What follows belongs to an exercise in optimizing a design on an open flow for a short achievable clock period and few clock cycles; a production flow would make more cautious choices.
The RTL was checked by simulation tests, not by an equivalence proof against the original design.
Power figures rest on the tool's default switching activity, not on a simulated workload.

==> inputs of 10-28 <==
Design myCPU, start of the top module:
module myCPU (
    input  wire         cpu_rst,
    input  wire         cpu_clk,
    output wire [13:0]  inst_addr,
    input  wire [31:0]  inst,
    output wire [31:0]  Bus_addr,
    input  wire [31:0]  Bus_rdata,
    output wire         Bus_wen,
    output wire [31:0]  Bus_wdata
);
==> flow/config.mk <==
export PLATFORM = sky130hd
export DESIGN_NAME = myCPU
export DESIGN_NICKNAME = myCPU
export VERILOG_FILES = /design/flow/design.v
export SDC_FILE = /design/flow/constraint.sdc
export NUM_CORES = 4
export LEC_CHECK = 0
export ABC_CLOCK_PERIOD_IN_PS = 3000
export CAP_MARGIN = 20
export CORE_MARGIN = 2
export CORE_UTILIZATION = 40
export SETUP_SLACK_MARGIN = 5.0
export SLEW_MARGIN = 20
==> flow/constraint.sdc <==
create_clock -name core_clock -period 8.5 [get_ports {cpu_clk}]
set_input_delay 1.7000 -clock core_clock [delete_from_list [all_inputs] [get_ports {cpu_clk}]]
set_output_delay 1.7000 -clock core_clock [all_outputs]
set_load 0.01 [all_outputs]
run.sh (not shown) runs the stock make flow with config.mk's settings and CLKGATE_MAP_FILE= SYNTH_SCRIPT=/design/flow/synth_recipe.tcl, a recipe that flattens the netlist after the stock synthesis.
==> inputs of 08-26, as changes to 10-28 <==
--- a/flow/design.v
+++ b/flow/design.v
@@ -61,15 +61,14 @@
 reg  [31:0] ID_pc;
 reg  [31:0] ID_pc4;
 reg         ID_pred, ID_pnt;
 reg  [31:0] ID_pnext;
 reg  [31:0] ID_tgtb, ID_tgtj, ID_jr1, ID_jr2;
 reg         EX_valid;
 reg  [31:0] EX_A, EX_Bx, EX_S;
-reg         EX_sfwd;
 reg         EX_sub, EX_arith;
 reg         EX_sel_add, EX_sel_and, EX_sel_or, EX_sel_xor, EX_sel_sll, EX_sel_sr, EX_sel_link;
 reg  [4:0]  EX_rd;
 reg         EX_wen, EX_ld, EX_st, EX_br, EX_jal, EX_jalr, EX_back;
 reg  [2:0]  EX_f3;
 reg         EX_pnpc4;
 reg  [31:0] EX_pnext, EX_chk, EX_tgt, EX_pc4, EX_pc;
@@ -78,44 +77,34 @@
 reg         tgt_s;
 reg  [13:0] pc_on;
 reg  [31:0] MEM_res, MEM_sd;
 reg         MEM_we, MEM_wen, MEM_ld, MEM_ctrl, MEM_taken, MEM_tagm, MEM_back, MEM_link;
 reg  [4:0]  MEM_rd;
 reg  [31:0] MEM_pc;
 reg  [13:0] MEM_tgt;
-reg  [5:0]  MEM_cnt1, MEM_cnt0;
-reg         MEM_ext, MEM_cnf;
 reg  [31:0] WB_val;
 reg         WB_wen;
 reg  [4:0]  WB_rd;
 reg  [31:0] rf [1:31];
 wire [4:0]  bidx     = pc_f[6:2];
 wire        btb_any  = bv[bidx] & (btag[bidx] == pc_f[15:7]);
 wire        btb_hit  = btb_any & ~bexit[bidx];
 wire [31:0] pc_f4    = pc_f + 32'd4;
+wire [31:0] pred_nxt = btb_hit ? {pc_f[31:16], btgt[bidx], 2'b00} : pc_f4;
 assign inst_addr = ~pc_on;
 wire        fs = inst[31];
 wire [31:0] f_imm_b = {{19{fs}}, fs, inst[7], inst[30:25], inst[11:8], 1'b0};
 wire [31:0] f_imm_j = {{11{fs}}, fs, inst[19:12], inst[20], inst[30:21], 1'b0};
 wire [31:0] f_tgtb, f_tgtj, f_unb, f_unj;
 ksadd #(32) u_tgtb (.a(pc_f), .b(f_imm_b), .ci(1'b0), .s(f_tgtb), .sn(f_unb));
 ksadd #(32) u_tgtj (.a(pc_f), .b(f_imm_j), .ci(1'b0), .s(f_tgtj), .sn(f_unj));
 wire [31:0] f_imm_i = {{20{fs}}, inst[31:20]};
 wire [31:0] f_jr1, f_jr2, f_unr1, f_unr2;
 ksadd #(32) u_jr1 (.a(ID_pc4), .b(f_imm_i), .ci(1'b0), .s(f_jr1), .sn(f_unr1));
 ksadd #(32) u_jr2 (.a(EX_pc4), .b(f_imm_i), .ci(1'b0), .s(f_jr2), .sn(f_unr2));
-wire        f_jal = (inst[6:0] == 7'b1101111);
-wire        f_bwd = (inst[6:0] == 7'b1100011) & fs;
-wire        f_st  = (f_jal | f_bwd) & ~btb_any;
-wire [13:0] f_fb, f_fj, f_fbn, f_fjn;
-ksadd #(14) u_fb (.a(pc_f[15:2]), .b(f_imm_b[15:2]), .ci(1'b0), .s(f_fb), .sn(f_fbn));
-ksadd #(14) u_fj (.a(pc_f[15:2]), .b(f_imm_j[15:2]), .ci(1'b0), .s(f_fj), .sn(f_fjn));
-wire [13:0] f_fast = f_jal ? f_fj : f_fb;
-wire [31:0] pred_nxt = btb_hit ? {pc_f[31:16], btgt[bidx], 2'b00} :
-                       f_st    ? {pc_f[31:16], f_fast, 2'b00} : pc_f4;
 wire [6:0] op  = ID_inst[6:0];
 wire [2:0] f3  = ID_inst[14:12];
 wire [4:0] rd  = ID_inst[11:7];
 wire [4:0] rs1 = ID_inst[19:15];
 wire [4:0] rs2 = ID_inst[24:20];
 wire is_r    = (op == OP_R);
 wire is_i    = (op == OP_I);
@@ -156,15 +145,15 @@
 wire [31:0] rf1 = (rs1 == 5'd0) ? 32'd0 : rf[rs1];
 wire [31:0] rf2 = (rs2 == 5'd0) ? 32'd0 : rf[rs2];
 wire lk_ex  = h1_ex & EX_sel_link;
 wire lk_mem = ~h1_ex & h1_mem & MEM_link;
 wire [31:0] lk_val = lk_ex ? EX_pc4 : MEM_res;
 wire [31:0] jr_tgt = lk_ex ? ID_jr1 : ID_jr2;
 wire jr_ok    = is_jalr & (lk_ex | lk_mem);
-wire st_taken = jr_ok;
+wire st_taken = is_jal | (is_br & s & ~ID_pnt) | jr_ok;
 wire redir_id = ID_live & ~ID_pred & st_taken & ~stall;
 wire [31:0] rd_tgt = is_jalr ? jr_tgt : id_tgt;
 wire [31:0] sum, sumn;
 ksadd #(32) u_alu (.a(EX_A), .b(EX_Bx), .ci(EX_sub), .s(sum), .sn(sumn));
 wire        eq  = &(EX_A ^ EX_Bx);
 wire        lt  = (EX_A[31] ~^ EX_Bx[31]) ? EX_A[31] : sum[31];
 wire        cond = EX_f3[2] ? (lt ^ EX_f3[0]) : (eq ^ EX_f3[0]);
@@ -175,32 +164,29 @@
                    | ({32{EX_sel_xor}}  & (EX_A ^ EX_Bx))
                    | ({32{EX_sel_sll}}  & sll)
                    | ({32{EX_sel_sr}}   & sr)
                    | ({32{EX_sel_link}} & EX_pc4);
 wire [31:0] ex_res = ({32{EX_sel_add}} & sum) | ex_oth;
 wire eq_tgt = (EX_tgt == EX_pnext);
 wire taken  = EX_jal | (EX_br & cond);
-wire mT     = ~eq_tgt;
-wire mN     = ~EX_pnpc4;
-wire x1     = EX_f3[0] ? mN : mT;
-wire x0     = EX_f3[0] ? mT : mN;
-wire cc     = EX_f3[2] ? lt : eq;
-wire mis_o  = EX_jalr ? (EX_A != EX_chk) : EX_jal ? mT : mN;
-wire mis    = EX_valid & ~mis_r & (EX_br ? (cc ? x1 : x0) : mis_o);
+wire mis    = EX_valid & ~mis_r & (
+                EX_jalr ? (EX_A != EX_chk) :
+                taken   ? ~eq_tgt : ~EX_pnpc4);
 wire s1_ex  = use1 & h1_ex;
 wire s1_mem = use1 & ~h1_ex & h1_mem;
 wire s1_wb  = use1 & ~h1_ex & ~h1_mem & h1_wb;
 wire s1_rf  = use1 & ~h1_ex & ~h1_mem & ~h1_wb;
 wire s2_ex  = h2_ex;
 wire s2_mem = ~h2_ex & h2_mem;
 wire s2_wb  = ~h2_ex & ~h2_mem & h2_wb;
 wire s2_rf  = ~h2_ex & ~h2_mem & ~h2_wb;
 wire [31:0] fwd1 = ({32{s1_ex & EX_sel_add}} & sum) | ({32{s1_ex}} & ex_oth)
                  | ({32{s1_mem}} & mem_fwd) | ({32{s1_wb}} & WB_val) | ({32{s1_rf}} & rf1);
-wire [31:0] fwd2 = ({32{s2_mem}} & mem_fwd) | ({32{s2_wb}} & WB_val) | ({32{s2_rf}} & rf2);
+wire [31:0] fwd2 = ({32{s2_ex & EX_sel_add}} & sum) | ({32{s2_ex}} & ex_oth)
+                 | ({32{s2_mem}} & mem_fwd) | ({32{s2_wb}} & WB_val) | ({32{s2_rf}} & rf2);
 wire [31:0] subv = {32{sub_id}};
 wire [31:0] opb  = ({32{~use_imm & ~sub_id & s2_ex & EX_sel_add}} & sum)
                  | ({32{~use_imm &  sub_id & s2_ex & EX_sel_add}} & sumn)
                  | ({32{~use_imm & s2_ex & ~EX_sel_add}} & (ex_oth ^ subv))
                  | ({32{~use_imm & s2_mem}} & (mem_fwd ^ subv)) | ({32{~use_imm & s2_wb}} & (WB_val ^ subv))
                  | ({32{~use_imm & s2_rf}} & (rf2 ^ subv)) | ({32{use_imm}} & imm);
 wire [31:0] pc_nxt = redirect ? tgt_r : stall ? pc_f : redir_id ? rd_tgt : pred_nxt;
@@ -251,44 +237,43 @@
   if (MEM_ctrl & MEM_taken) begin
     btag[MEM_pc[6:2]] <= MEM_pc[15:7];
     btgt[MEM_pc[6:2]] <= MEM_tgt;
   end
   if (MEM_ctrl) begin
     if (MEM_taken) begin
       if (MEM_tagm) begin
-        bcnt[MEM_pc[6:2]]  <= MEM_cnt1;
-        bexit[MEM_pc[6:2]] <= MEM_ext;
+        if (bcnt[MEM_pc[6:2]] != 6'd63) bcnt[MEM_pc[6:2]] <= bcnt[MEM_pc[6:2]] + 6'd1;
+        bexit[MEM_pc[6:2]] <= bconf[MEM_pc[6:2]] & (bcnt[MEM_pc[6:2]] + 6'd1 == btrip[MEM_pc[6:2]]);
       end else begin
         bcnt[MEM_pc[6:2]]  <= 6'd1;
         bconf[MEM_pc[6:2]] <= 1'b0;
         bexit[MEM_pc[6:2]] <= 1'b0;
       end
     end else if (MEM_tagm & MEM_back) begin
-      btrip[MEM_pc[6:2]] <= MEM_cnt0;
-      bconf[MEM_pc[6:2]] <= MEM_cnf;
+      btrip[MEM_pc[6:2]] <= bcnt[MEM_pc[6:2]];
+      bconf[MEM_pc[6:2]] <= (bcnt[MEM_pc[6:2]] != 6'd63);
       bcnt[MEM_pc[6:2]]  <= 6'd0;
       bexit[MEM_pc[6:2]] <= 1'b0;
     end
   end
   if (!stall) begin
     ID_inst  <= inst;
     ID_pc    <= pc_f;
     ID_pc4   <= pc_f4;
-    ID_pred  <= btb_hit | f_st;
+    ID_pred  <= btb_hit;
     ID_pnt   <= btb_any & ~btb_hit;
     ID_pnext <= pred_nxt;
     ID_tgtb  <= f_tgtb;
     ID_tgtj  <= f_tgtj;
     ID_jr1   <= f_jr1;
     ID_jr2   <= f_jr2;
   end
   EX_A       <= fwd1;
   EX_Bx      <= opb;
   EX_S       <= fwd2;
-  EX_sfwd    <= s2_ex;
   EX_sub     <= sub_id;
   EX_arith   <= ID_inst[30];
   EX_sel_add <= ((is_r | is_i) & (f3 == 3'b000)) | is_ld | is_st | is_lui;
   EX_sel_and <= (is_r | is_i) & (f3 == 3'b111);
   EX_sel_or  <= (is_r | is_i) & (f3 == 3'b110);
   EX_sel_xor <= (is_r | is_i) & (f3 == 3'b100);
   EX_sel_sll <= (is_r | is_i) & (f3 == 3'b001);
@@ -302,23 +287,19 @@
   EX_tgt     <= id_tgt;
   EX_pc4     <= ID_pc4;
   EX_pc      <= ID_pc;
   tgt_a <= EX_jalr ? sum : EX_tgt;
   tgt_n <= EX_pc4;
   tgt_s <= EX_jalr | taken;
   MEM_res   <= ex_res;
-  MEM_sd    <= EX_sfwd ? MEM_res : EX_S;
+  MEM_sd    <= EX_S;
   MEM_rd    <= EX_rd;
   MEM_taken <= taken | EX_jalr;
   MEM_tagm  <= bv[EX_pc[6:2]] & (btag[EX_pc[6:2]] == EX_pc[15:7]);
   MEM_back  <= EX_back;
-  MEM_cnt0  <= bcnt[EX_pc[6:2]];
-  MEM_cnt1  <= (bcnt[EX_pc[6:2]] == 6'd63) ? 6'd63 : bcnt[EX_pc[6:2]] + 6'd1;
-  MEM_ext   <= bconf[EX_pc[6:2]] & (bcnt[EX_pc[6:2]] + 6'd1 == btrip[EX_pc[6:2]]);
-  MEM_cnf   <= (bcnt[EX_pc[6:2]] != 6'd63);
   MEM_link  <= EX_sel_link;
   MEM_pc    <= EX_pc;
   MEM_tgt   <= EX_jalr ? sum[15:2] : EX_tgt[15:2];
   WB_val <= mem_fwd;
   WB_rd  <= MEM_rd;
   if (WB_wen) rf[WB_rd] <= WB_val;
 end
==> summary.txt <==
Routability cong. -> 1.01
Core Box Area -> 0.349 mm²
Cell Rows -> 217
Critical path's slowest cell -> mux4_2
Combinational power -> 15.4 mW
Setup slack, reg-to-reg -> 4.66 ns
Status -> finished clean
WP data arrival -> 4.56 ns
Total CTS buffers -> 320
CTS resizes -> 1011
Syn-to-layout area delta -> 20.4%
Sequential power -> 20.3 mW
Clock sink count -> 2976
Worst slew pin tran -> 1.13 ns
FF+latch area -> 0.0847 mm²
Hold EP -> MEM_sd[8]
That was 08-26.
==> summary.txt <==
Setup slack, reg-to-reg -> 4.47 ns
Status -> finished clean
WP data arrival -> 4.83 ns
Syn-to-layout area delta -> 20.5%
Routability cong. -> 1.00
Combinational power -> 16.4 mW
Sequential power -> 20.0 mW
Hold EP -> MEM_back
Critical path's slowest cell -> or4b_4
CTS resizes -> 866
Clock sink count -> 2990
Total CTS buffers -> 327
Cell Rows -> 218
FF+latch area -> 0.0850 mm²
Worst slew pin tran -> 1.38 ns
That was 10-28.
Testbench counts of 10-28, summed over its fixed seeds: cycles 207,390.
Testbench counts of 08-26, summed over its fixed seeds: cycles 211,957.

[port drivers added, routing unchanged]
How much do the figures lean on ideal ports? The routed layouts below were timed once more, with nothing changed but the port constraints.
Step 1 sets driving cells, clkbuf_16 on the clock port and buf_2 on the other inputs (assumed; they add their load-dependent delay and slew).
Step 2 times the ports against the registers' clock, not the clock port: input delays grow and output delays shrink by t, the midpoint of the rising clock arrivals with the driver on.
a / b / c = no drivers / after step 1 / after step 2; a / b = the first two.
| run | t, ns | setup slack, ns | worst slew at a driven data input, ns |
|---|---|---|---|
| 10-28 | 1.042 | 4.472 / 4.472 / 3.744 | 0.28 |
| 08-26 | 1.014 | 4.662 / 4.662 / 3.696 | 0.24 |
After both steps setup and hold are still met in every run listed. For 08-26, which loses most, drivers alone change the setup slack by 0.000 ns; drivers and shift together by -0.966 ns.
